What follows belongs to an exercise in optimizing a design on an open flow for small area, a short achievable clock period and few clock cycles; a production flow would make more cautious choices.
The RTL was checked by simulation tests, not by an equivalence proof against the original design.

==> flow/design.v (outline; a module is shown in full before it is edited, if it fits) <==
// module multiplier: 1287 lines
// module ENC: 5 lines
// module MX: 3 lines
// module PP: 3 lines
// module FA: 4 lines
// module FX: 6 lines
// module X2: 3 lines
// module MAJ: 3 lines
// module HA: 4 lines
// module HX: 4 lines
// module AN2: 3 lines
// module PGN: 4 lines
// module XN2: 3 lines
// module ND2: 3 lines
// module NODE: 3 lines
// module NODEP: 4 lines
// module NODEI: 3 lines
// module NODEIP: 4 lines
module multiplier ( input  wire clk, start, is_signed,
                    input  wire [31:0] a, b,
                    output wire [63:0] s,
                    output reg  done
                   );
  // ...
==> flow/flow/run.sh <==
#!/bin/bash
# The standard layout, with faster port buffers (buf_2 instead of the
# default delay-cell buffer) so register-to-port paths are not limited by them.
set -euo pipefail
bash standard.sh "BUFFER_PORTS_ARGS=-buffer_cell sky130_fd_sc_hd__buf_2" finish > standard_flow.log 2>&1
==> flow/standard.sh <==
#!/bin/bash
# synth_recipe.tcl (not shown) runs the flow's synth.tcl, then flattens the netlist and writes it again
# the make line also repeats each setting of config.mk as NAME=value (left out here)
make -C /OpenROAD-flow-scripts/flow DESIGN_CONFIG=/design/flow/config.mk WORK_HOME=/design/flow/orfs CLKGATE_MAP_FILE= SYNTH_SCRIPT=/design/flow/synth_recipe.tcl "${@:-finish}"
==> flow/config.mk <==
export PLATFORM = sky130hd
export DESIGN_NAME = multiplier
export DESIGN_NICKNAME = multiplier
export VERILOG_FILES = /design/flow/design.v
export SDC_FILE = /design/flow/constraint.sdc
export NUM_CORES = 4
export LEC_CHECK = 0
export CAP_MARGIN = 20
export CORE_MARGIN = 2
export CORE_UTILIZATION = 40
export SETUP_SLACK_MARGIN = 4.2
export SLEW_MARGIN = 20
export SYNTH_HIERARCHICAL = 1
==> flow/constraint.sdc <==
create_clock -name core_clock -period 6.0 [get_ports {clk}]
set_input_delay 1.2000 -clock core_clock [delete_from_list [all_inputs] [get_ports {clk}]]
set_output_delay 1.2000 -clock core_clock [all_outputs]
set_load 0.01 [all_outputs]
==> metrics.yaml, run 1 <==
setup-tns-final_ns: 0
n_antenna_cell: 0
slew_violations: 0
fmax_mhz: 405
antenna_found_initial: 0
hold_depth: 1
multi_input_area_mm2: 0.0161
seq_cells: 200
outcome: "complete, no violations"
wl_mm: 66.6
crit_required_ns: 6.38
ff2ff_setup_slack_ns: 3.53
cp.depth: 7
routedWlPerCell_um: 24.0
postLayoutCellArea_mm2: 0.0262
reg_top3: "sr (34), ar (33), cr (33)"
clkCellAreaFrac_pct: 2.28
grt_pass1_wl_mm: 92.0
setup_slack_ns: 3.53
dominant_cells: "multi-input combinational cells"
drt-initial-drc-count: 1039
core_mm2: 0.0440
crit_chain: "clkbuf_16, a22oi_2, xnor2_2, maj3_2, maj3_2, maj3_2, maj3_2"
final_common_cell: "xor2_1"
num_tap_cells: 592
via_count: 15199
synth.cell_area_mm2: 0.0178
max_cap_viol_count: 0
numPortBuffers: 131
areaGrowthSynthToFinish_pct: 47.2
hold_ws_ns: 0.594
multi_input_area_share_pct: 61.4
cts_root_buf: "clkbuf_16"
critPathArrivalTime_ns: 2.85
r2r-start: "e1[0]"
worst_path_max_delay_cell: "dfxtp_4"
Testbench counts, summed over its fixed seeds: cycles 9,600.
==> run 2, diff against run 1 <==
--- a/flow/config.mk
+++ b/flow/config.mk
@@ -9,5 +9,5 @@
 export CORE_MARGIN = 2
 export CORE_UTILIZATION = 40
-export SETUP_SLACK_MARGIN = 4.2
+export SETUP_SLACK_MARGIN = 3.6
 export SLEW_MARGIN = 20
 export SYNTH_HIERARCHICAL = 1
==> run 2 against run 1 <==
  * Critical endpoint is now sr[27]
  * Die area stayed put
  * Area after synthesis stayed put
  * Critical path depth is 1 higher
  * Worst setup slack worse by 0.013 ns
==> metrics.yaml, run 2 <==
grt_pass1_vias: 13750  # was 15085
ff2ff_setup_slack_ns: 3.52  # was 3.53 ns
grt_max_degree: 41  # was 33
clk-insertion-delay-late_ns: 0.48  # was 0.49 ns
slew_headroom_pct: 53.8
cp-start-kind: "flop"  # unchanged
synth.avg_cell_area_um2: 10.2  # unchanged
critPathCaptureType: "flop"  # unchanged
first_pass_iters: 6  # was 5
yosys_warnings: 7  # unchanged
place.gp.congestion: 0.883  # was 0.880
r2r-start: "e1[1]"  # was e1[0]
layout_common_cells: "351 x xor2_1, 164 x maj3_2, 130 x buf_2"  # was 329 x xor2_1, 187 x buf_4, 164 x maj3_2
ant_nets: 0  # unchanged
rows: 77  # unchanged
fp.dieArea_mm2: 0.0461  # unchanged
tritoncts: "done"  # unchanged
syn_inst: 1740  # unchanged
overflow: 0  # unchanged
die_w_um: 215  # unchanged
largest-register: "sr"  # unchanged
placed_area_mm2: 0.0193  # was 0.0196 mm2
dp_hpwl_mm: 37.3  # was 37.1 mm
cts_root_buf: "clkbuf_16"  # unchanged
vias_per_cell: 5.34  # was 5.47
reg2reg_depth: 8  # was 7
hold_violations: 0  # unchanged
h-tree-depth: 4  # unchanged
cp_max_fo: 5  # was 7
fmax_mhz: 403  # was 405 MHz
drc_errors: 0  # unchanged
setup-tns-final_ns: 0  # unchanged
drive_gt1_share_pct: 48.8  # was 65.7%
ctsHoldBuffers: 0  # unchanged
final_nets: 2095  # was 2261
pin_count: 132  # unchanged
setup_viol: 0  # unchanged
start_util_pct: 40.4  # unchanged
hold_path_class: "reg2reg"  # unchanged
core_mm2: 0.0440  # unchanged
clockBufferDepth: 2  # unchanged
fp.dieH_um: 215  # unchanged
timing.rr.end: "sr[27]"  # was sr[22]
hold_depth: 2  # was 1
reg_top3: "sr (34), ar (33), cr (33)"  # unchanged
tightest_slew_ns: 0.687
clkSinkCount: 200  # unchanged
antenna_found_initial: 0  # unchanged
areaGrowthSynthToFinish_pct: 24.4  # was 47.2%
slew_violations: 0  # unchanged
grt_pass1_wl_mm: 83.7  # was 92.0 mm
routedWlPerCell_um: 22.2  # was 24.0 um
grt_usage_pct: 23.8  # was 26.5%
criticalPathCategory: "reg2reg"  # unchanged
n_antenna_cell: 0  # unchanged
final_common_cell: "xor2_1"  # unchanged
clk_pin_slew_worst_paths_ns: 0.09  # about the same
fin_crit_sh_pct: 41.4  # was 41.2%
postLayoutCellArea_mm2: 0.0221  # was 0.0262 mm2
via_count: 13951  # was 15199
rsz0062_at_grt: "true"  # unchanged
skew_ns: 0.0129  # was 0.0182 ns
crit_required_ns: 6.37  # was 6.38 ns
synth.cell_area_mm2: 0.0178  # unchanged
largest_reg_flops: 34  # unchanged
max_cap_viol_count: 0  # unchanged
numPortBuffers: 131  # unchanged
wl_mm: 58.1  # was 66.6 mm
hold_end: "cl"  # was l[17]
min_period_ns: 2.48  # was 2.47 ns
cts_made_buffers: 17  # unchanged
critPathArrivalTime_ns: 2.86  # was 2.85 ns
outcome: "complete, no violations"  # unchanged
hold_start: "cl"  # was l[25]
drt-initial-drc-count: 923  # was 1039
-- run 2: cell types whose count changed in the layout (fill, tap and decap cells not counted), sizes merged --
cell / before / now
buf: 416 / 251
bufbuf: 2 / 0
clkbuf: 22 / 24
clkinvlp: 2 / 0
inv: 18 / 20
nor2: 92 / 91
-- run 2: how the worst max path moves through the flow --
| stage | start | end | slack (ns) | cells past startpoint |
|---|---|---|---|---|
| floorplan | e2[3] | sr[27] | 3.48 | 7 |
| CTS | e1[2] | cr[27] | 3.60 | 9 |
| global placement | f0 | sr[3] | 3.10 | 7 |
| detailed placement | f0 | sr[4] | 3.01 | 7 |
| global route | e2[2] | cr[27] | 3.40 | 9 |
| finish | e1[1] | sr[27] | 3.52 | 8 |
-- run 2: worst max-delay path: stages, from the launching register on --
cell     delay (ns)
dfxtp_4        0.50
buf_6          0.19
a22oi_2        0.10
xnor2_2        0.17
maj3_2         0.34
xor2_1         0.19
xor2_1         0.20
maj3_2         0.36
maj3_2         0.30
-- run 2: metrics by stage --
step	hold WS [ns]	setup WS, ns	cells	utilization, %
4_1_cts	0.524	3.60	2539	47.1
2_1_floorplan	0.486	3.48	1751	-
6_report	0.520	3.52	2613	50.2
3_3_place_gp	0.473	3.10	2461	43.7
5_1_grt	0.555	3.40	2613	50.2
3_5_place_dp	0.503	3.01	2462	43.7
-- run 2: layout make-up --
type                            instances  area (um2)
Sequential cell                       200        4760
Clock inverter                         13         171
Inverter                               13        48.8
Multi-Input combinational cell       1520       13800
Clock buffer                           19         454
Timing Repair Buffer                  256        2110
Fill cell                            4061       21900
Tap cell                              592         741
-- run 2: metal layers --
layer,track usage (%),part of all wire [%]
met1,31.1,44
met2,39.9,49
met3,3.30,4.0
met4,9.00,2.9
met5,0,0
-- run 2: timing repair --
item / in CTS / in global routing
resized for setup: 55 / 113
setup buffers: 45 / 69
pin swaps: 1 / 212
cloned: 0 / 5
setup endpoints to repair: 84 / 68
==> run 3, diff against run 2 <==
--- a/flow/config.mk
+++ b/flow/config.mk
@@ -8,5 +8,6 @@
 export CAP_MARGIN = 20
 export CORE_MARGIN = 2
-export CORE_UTILIZATION = 40
+export CORE_UTILIZATION = 60
+export PLACE_DENSITY = 0.75
 export SETUP_SLACK_MARGIN = 3.6
 export SLEW_MARGIN = 20
==> run 3 against run 2 <==
  * Still clean
  * Worst hold slack improved by 0.032 ns
  * Via count rose by 3.7%
  * Critical endpoint is now cr[5]
  * Highest routed layer unchanged
==> metrics.yaml, run 3 <==
fp.dieArea_mm2: 0.0310  # was 0.0461 mm2
tritoncts: "done"  # unchanged
slew_violations: 0  # unchanged
die_w_um: 176  # was 215 um
wl_met2_mm: 26.8  # was 28.3 mm
h-tree-depth: 4  # unchanged
layout_common_cells: "346 x xor2_1, 164 x maj3_2, 130 x buf_2"  # was 351 x xor2_1, 164 x maj3_2, 130 x buf_2
crit_required_ns: 6.38  # was 6.37 ns
r2r-start: "e1[2]"  # was e1[1]
synth.avg_cell_area_um2: 10.2  # unchanged
tightest_slew_ns: 1.04  # was 0.687 ns
outcome: "complete, no violations"  # unchanged
hold_start: "corr"  # was cl
final_util_pct: 73.8  # was 50.2%
post-place-ws_ns: 2.95  # was 3.01 ns
clk-insertion-delay-late_ns: 0.46  # was 0.48 ns
via_count: 14465  # was 13951
hold_end: "cl"  # unchanged
vias_per_cell: 6.03  # was 5.34
wl_mm: 56.0  # was 58.1 mm
setup-tns-final_ns: 0  # unchanged
postLayoutCellArea_mm2: 0.0217  # was 0.0221 mm2
n_fill_cell: 2064  # was 4061
placed_area_mm2: 0.0190  # was 0.0193 mm2
reg_top3: "sr (34), ar (33), cr (33)"  # unchanged
timing.rr.end: "cr[5]"  # was sr[27]
grt_max_degree: 54  # was 41
cp_max_fo: 12  # was 5
cts_root_buf: "clkbuf_16"  # unchanged
dr_wl_met3_mm: 3.60  # was 2.34 mm
seq_area_mm2: 0.00476  # about the same
multi_input_area_mm2: 0.0139  # was 0.0138 mm2
final_nets: 2081  # was 2095
drc_errors: 0  # unchanged
ff2ff_setup_slack_ns: 3.47  # was 3.52 ns
cp-start-kind: "flop"  # unchanged
areaGrowthSynthToFinish_pct: 22.2  # was 24.4%
grt_pass1_vias: 13909  # was 13750
overflow: 0  # unchanged
fp.dieH_um: 176  # was 215 um
wirelength_met1_mm: 23.2  # was 25.8 mm
top_layer: "met4"  # unchanged
n_antenna_cell: 0  # unchanged
antenna_found_initial: 1  # was 0
dp_hpwl_mm: 34.2  # was 37.3 mm
fmax_mhz: 395  # was 403 MHz
hold_path_class: "reg2reg"  # unchanged
ant_nets: 0  # unchanged
numPortBuffers: 131  # unchanged
setup_slack_ns: 3.47  # was 3.52 ns
setup_viol: 0  # unchanged
clkSinkCount: 200  # unchanged
grt_usage_pct: 33.7  # was 23.8%
slew_headroom_pct: 30.2  # was 53.8%
routedWlPerCell_um: 23.4  # was 22.2 um
rsz0062_at_grt: "true"  # unchanged
core_mm2: 0.0294  # was 0.0440 mm2
reg2reg_depth: 10  # was 8
clk_pin_slew_worst_paths_ns: 0.08  # was 0.09 ns
rows: 63  # was 77
drive_gt1_share_pct: 49.2  # was 48.8%
skew_ns: 0.0199  # was 0.0129 ns
max_cap_viol_count: 0  # unchanged
place.gp.congestion: 0.930  # was 0.883
largest_reg_flops: 34  # unchanged
clockBufferDepth: 2  # unchanged
pin_count: 132  # unchanged
grt_pass1_wl_mm: 79.9  # was 83.7 mm
min_period_ns: 2.53  # was 2.48 ns
final_common_cell: "xor2_1"  # unchanged
cts_made_buffers: 17  # unchanged
synth.cell_area_mm2: 0.0178  # unchanged
start_util_pct: 60.4  # was 40.4%
critPathArrivalTime_ns: 2.90  # was 2.86 ns
largest-register: "sr"  # unchanged
hold_depth: 2  # unchanged
hold_violations: 0  # unchanged
fin_crit_sh_pct: 42.1  # was 41.4%
yosys_warnings: 7  # unchanged
criticalPathCategory: "reg2reg"  # unchanged
critPathCaptureType: "flop"  # unchanged
first_pass_iters: 5  # was 6
drt-initial-drc-count: 1109  # was 923
syn_inst: 1740  # unchanged
-- run 3: metrics by stage --
stage,cells,hold WS [ns]
5_1_grt,2397,0.600
4_1_cts,2328,0.553
3_3_place_gp,2258,0.515
6_report,2397,0.553
3_5_place_dp,2258,0.516
2_1_floorplan,1751,0.486
-- run 3: how the worst max path moves through the flow --
stage | from | endpoint | slack [ns]
3_5_place_dp | start | l[0] | 2.95
6_report | e1[2] | cr[5] | 3.47
3_3_place_gp | start | l[1] | 2.98
5_1_grt | e1[2] | cr[5] | 3.40
2_1_floorplan | e2[3] | sr[27] | 3.48
4_1_cts | e1[1] | cr[8] | 3.57
-- run 3: area by class of cell --
class,count,area share [%]
Timing Repair Buffer,242,8.91
Inverter,13,0.225
Clock buffer,18,1.98
Multi-Input combinational cell,1520,64.1
Clock inverter,14,0.599
Sequential cell,200,21.9
Tap cell,390,2.25
-- run 3: metal layers --
layer,vias to the layer above,GRT usage [%]
li1,6597,-
met2,552,54.4
met3,109,4.41
met4,0,16.0
met5,-,0
met1,7207,44.7
-- run 3: repair_timing --
action	4_1_cts	5_1_grt
setup endpoints to repair	140	87
gates cloned	1	2
buffers inserted	37	67
pin swaps	0	159
gates resized for setup	47	143
hold buffers	0	0
-- run 3: critical path, stage by stage (launching register included) --
cell and delay, ns:
dfxtp_4 0.37, buf_12 0.16, buf_4 0.15, a22oi_2 0.19, xnor2_2 0.16, xor2_1 0.20, xor2_1 0.28, xor2_1 0.32
xor2_2 0.25, xor2_1 0.21, xor2_1 0.15
==> run 4, diff against run 3 <==
==> flow/flow/run.sh (replaced) <==
#!/bin/bash
# The standard layout, with faster port buffers (buf_2 instead of the
# default delay-cell buffer) and power recovery (downsizing of gates with
# slack) after global routing.
set -euo pipefail
bash standard.sh "BUFFER_PORTS_ARGS=-buffer_cell sky130_fd_sc_hd__buf_2" RECOVER_POWER=100 finish > standard_flow.log 2>&1
--- a/flow/config.mk
+++ b/flow/config.mk
@@ -8,7 +8,6 @@
 export CAP_MARGIN = 20
 export CORE_MARGIN = 2
-export CORE_UTILIZATION = 60
-export PLACE_DENSITY = 0.75
-export SETUP_SLACK_MARGIN = 3.6
+export CORE_UTILIZATION = 40
+export SETUP_SLACK_MARGIN = 4.2
 export SLEW_MARGIN = 20
 export SYNTH_HIERARCHICAL = 1
==> run 4 against run 3 <==
  * Now fails the layout checks on capacitance limit, slew limit
  * Via count is 4.7% higher
  * Sequential cell count unchanged
  * First-iteration DRC count shrank 3.5%
  * Global-route usage is 7.2 points lower
  * Maximum frequency decreased by 36%
  * Synthesized cell count did not move
  * Area after synthesis unchanged
  * Non-clock buffer count is 179 higher
==> metrics.yaml, run 4 <==
outcome: "finished with violations"  # was complete, no violations
so.violations: "capacitance limit, slew limit"
hold_ws_ns: 0.574  # was 0.553 ns
fp.dieArea_mm2: 0.0461  # was 0.0310 mm2
clk_pin_slew_worst_paths_ns: 0.08  # about the same
cp_max_fo: 32  # was 12
final_nets: 2261  # was 2081
fmax_mhz: 252  # was 395 MHz
stdcell_count: 2782  # was 2397
rows: 77  # was 63
tritoncts: "done"  # unchanged
path_delay_family: "buffers and inverters"  # was XOR/XNOR gates
drc_errors: 0  # unchanged
worst_path_max_delay_cell: "clkbuf_1"  # was dfxtp_4
synth.avg_cell_area_um2: 10.2  # unchanged
setup_viol: 0  # unchanged
numPortBuffers: 131  # unchanged
hold_path_class: "reg2reg"  # unchanged
pin_count: 132  # unchanged
ant_nets: 0  # unchanged
syn_inst: 1740  # unchanged
routedWlPerCell_um: 24.0  # was 23.4 um
antenna_found_initial: 1  # unchanged
placed_area_mm2: 0.0196  # was 0.0190 mm2
final_common_cell: "xor2_1"  # unchanged
hold_violations: 0  # unchanged
drive_gt1_share_pct: 54.6  # was 49.2%
final_util_pct: 57.0  # was 73.8%
synth.cell_area_mm2: 0.0178  # unchanged
setup_slack_ns: 2.04  # was 3.47 ns
cts_made_buffers: 17  # unchanged
reg_top3: "sr (34), ar (33), cr (33)"  # unchanged
dp_cells: 2458  # was 2258
critPathArrivalTime_ns: 4.06  # was 2.90 ns
grt_usage_pct: 26.5  # was 33.7%
vias_per_cell: 5.44  # was 6.03
dp_hpwl_mm: 37.1  # was 34.2 mm
largest_reg_flops: 34  # unchanged
setup-tns-final_ns: 0  # unchanged
clkSinkCount: 200  # unchanged
via_count: 15139  # was 14465
tightest_slew_ns: 2.34  # was 1.04 ns
clk-insertion-delay-late_ns: 0.49  # was 0.46 ns
cts_root_buf: "clkbuf_16"  # unchanged
place.gp.congestion: 0.880  # was 0.930
criticalPathCategory: "in2reg"  # was reg2reg
fin_crit_sh_pct: 66.0  # was 42.1%
crit_required_ns: 6.10  # was 6.38 ns
die_w_um: 215  # was 176 um
layout_common_cells: "333 x xor2_1, 183 x buf_4, 132 x maj3_2"  # was 346 x xor2_1, 164 x maj3_2, 130 x buf_2
drt-initial-drc-count: 1070  # was 1109
slew_headroom_pct: -55.7  # was 30.2%
min_period_ns: 3.96  # was 2.53 ns
h-tree-depth: 4  # unchanged
grt_pass1_vias: 15085  # was 13909
clockBufferDepth: 2  # unchanged
first_pass_iters: 5  # unchanged
slew_violations: 56  # was 0
max_cap_viol_count: 2  # was 0
grt_max_degree: 33  # was 54
n_fill_cell: 3736  # was 2064
core_mm2: 0.0440  # was 0.0294 mm2
crit_chain: "clkbuf_1, inv_8, nand2_1"  # was buf_12, buf_4, a22oi_2, xnor2_2, xor2_1, xor2_1, xor2_1, xor2_2, xor2_1, xor2_1
cp-start-kind: "input pin"  # was flop
yosys_warnings: 7  # unchanged
fp.dieH_um: 215  # was 176 um
rsz0062_at_grt: "true"  # unchanged
skew_ns: 0.0182  # was 0.0199 ns
post-place-ws_ns: 2.87  # was 2.95 ns
largest-register: "sr"  # unchanged
critPathCaptureType: "flop"  # unchanged
postLayoutCellArea_mm2: 0.0251  # was 0.0217 mm2
ctsHoldBuffers: 0  # unchanged
start_util_pct: 40.4  # was 60.4%
areaGrowthSynthToFinish_pct: 41.2  # was 22.2%
max_stage_delay_ns: 1.58  # was 0.37 ns
crit_buf_inv: 2  # unchanged
overflow: 0  # unchanged
grt_pass1_wl_mm: 92.0  # was 79.9 mm
wl_mm: 66.6  # was 56.0 mm
[run 4: timing repair]
action | 4_1_cts | 5_1_grt
setup endpoints to repair | 318 | 180
pin swaps | 251 | 281
gates resized for setup | 472 | 183
gates cloned | 6 | 3
buffers inserted | 168 | 112
[run 4: cell type report]
class	count	area [um2]	area share [%]
well taps	592	741	2.95
clock buffers	19	443	1.77
flip-flops and latches	200	4880	19.4
clock inverters	13	153	0.609
inverters	13	67.6	0.269
diodes	3	7.51	0.0299
repair buffers	421	3350	13.4
multi-input cells	1521	15400	61.6
[run 4: worst paths after layout]
check	depth (start not counted)	from	end	slack [ns]
hold reg to reg	1	l[25]	l[17]	0.57
hold / removal	1	l[25]	l[17]	0.57
setup / recovery	3	start	l[27]	2.04
setup reg to reg	7	e1[0]	sr[2]	2.42
[run 4: per-layer routing]
metal	GRT usage [%]	vias up	share of wire, %
met5	0	-	0
met4	14.8	0	6.3
met3	4.01	186	5.9
met2	44.0	493	48
met1	32.9	7495	40
li1	-	6965	-
[run 4: worst register-to-register path: stages (launching register included)]
cell and delay [ns]:
dfxtp_1 0.74, clkbuf_1 0.72, clkbuf_1 0.46, a22oi_1 0.22, xnor2_2 0.18, maj3_1 0.40
maj3_1 0.41, maj3_1 0.33

==> what the ideal ports hide <==
In the flow no input, the clock included, has a driving cell. The finished layouts below were timed again as built, in two steps.
Step 1: set_driving_cell puts a clkbuf_16 on clk and a buf_2 on each other input, an assumption about the parent block.
Step 2 times the ports against the registers' clock, not the clock port: input delays grow and output delays shrink by t, the midpoint of the rising clock arrivals with the driver on.
Slacks: no drivers / after step 1 / after step 2; pairs: no drivers / after step 1.
run | t (ns) | setup WS [ns] | worst hold slack (ns) | worst slew at a driven data input, ns
run 1 | 0.536 | 3.530 / 3.530 / 3.447 | 0.594 / 0.594 / 0.594 | 0.33
run 2 | 0.533 | 3.517 / 3.517 / 3.181 | 0.520 / 0.520 / 0.520 | 0.05
run 3 | 0.502 | 3.471 / 3.471 / 3.145 | 0.553 / 0.553 / 0.553 | 0.04
run 4 | 0.536 | 2.037 / 1.851 / 1.315 | 0.574 / 0.574 / 0.574 | 0.26
For run 4, which loses most, drivers alone change the setup slack by -0.186 ns; drivers and shift together by -0.722 ns.
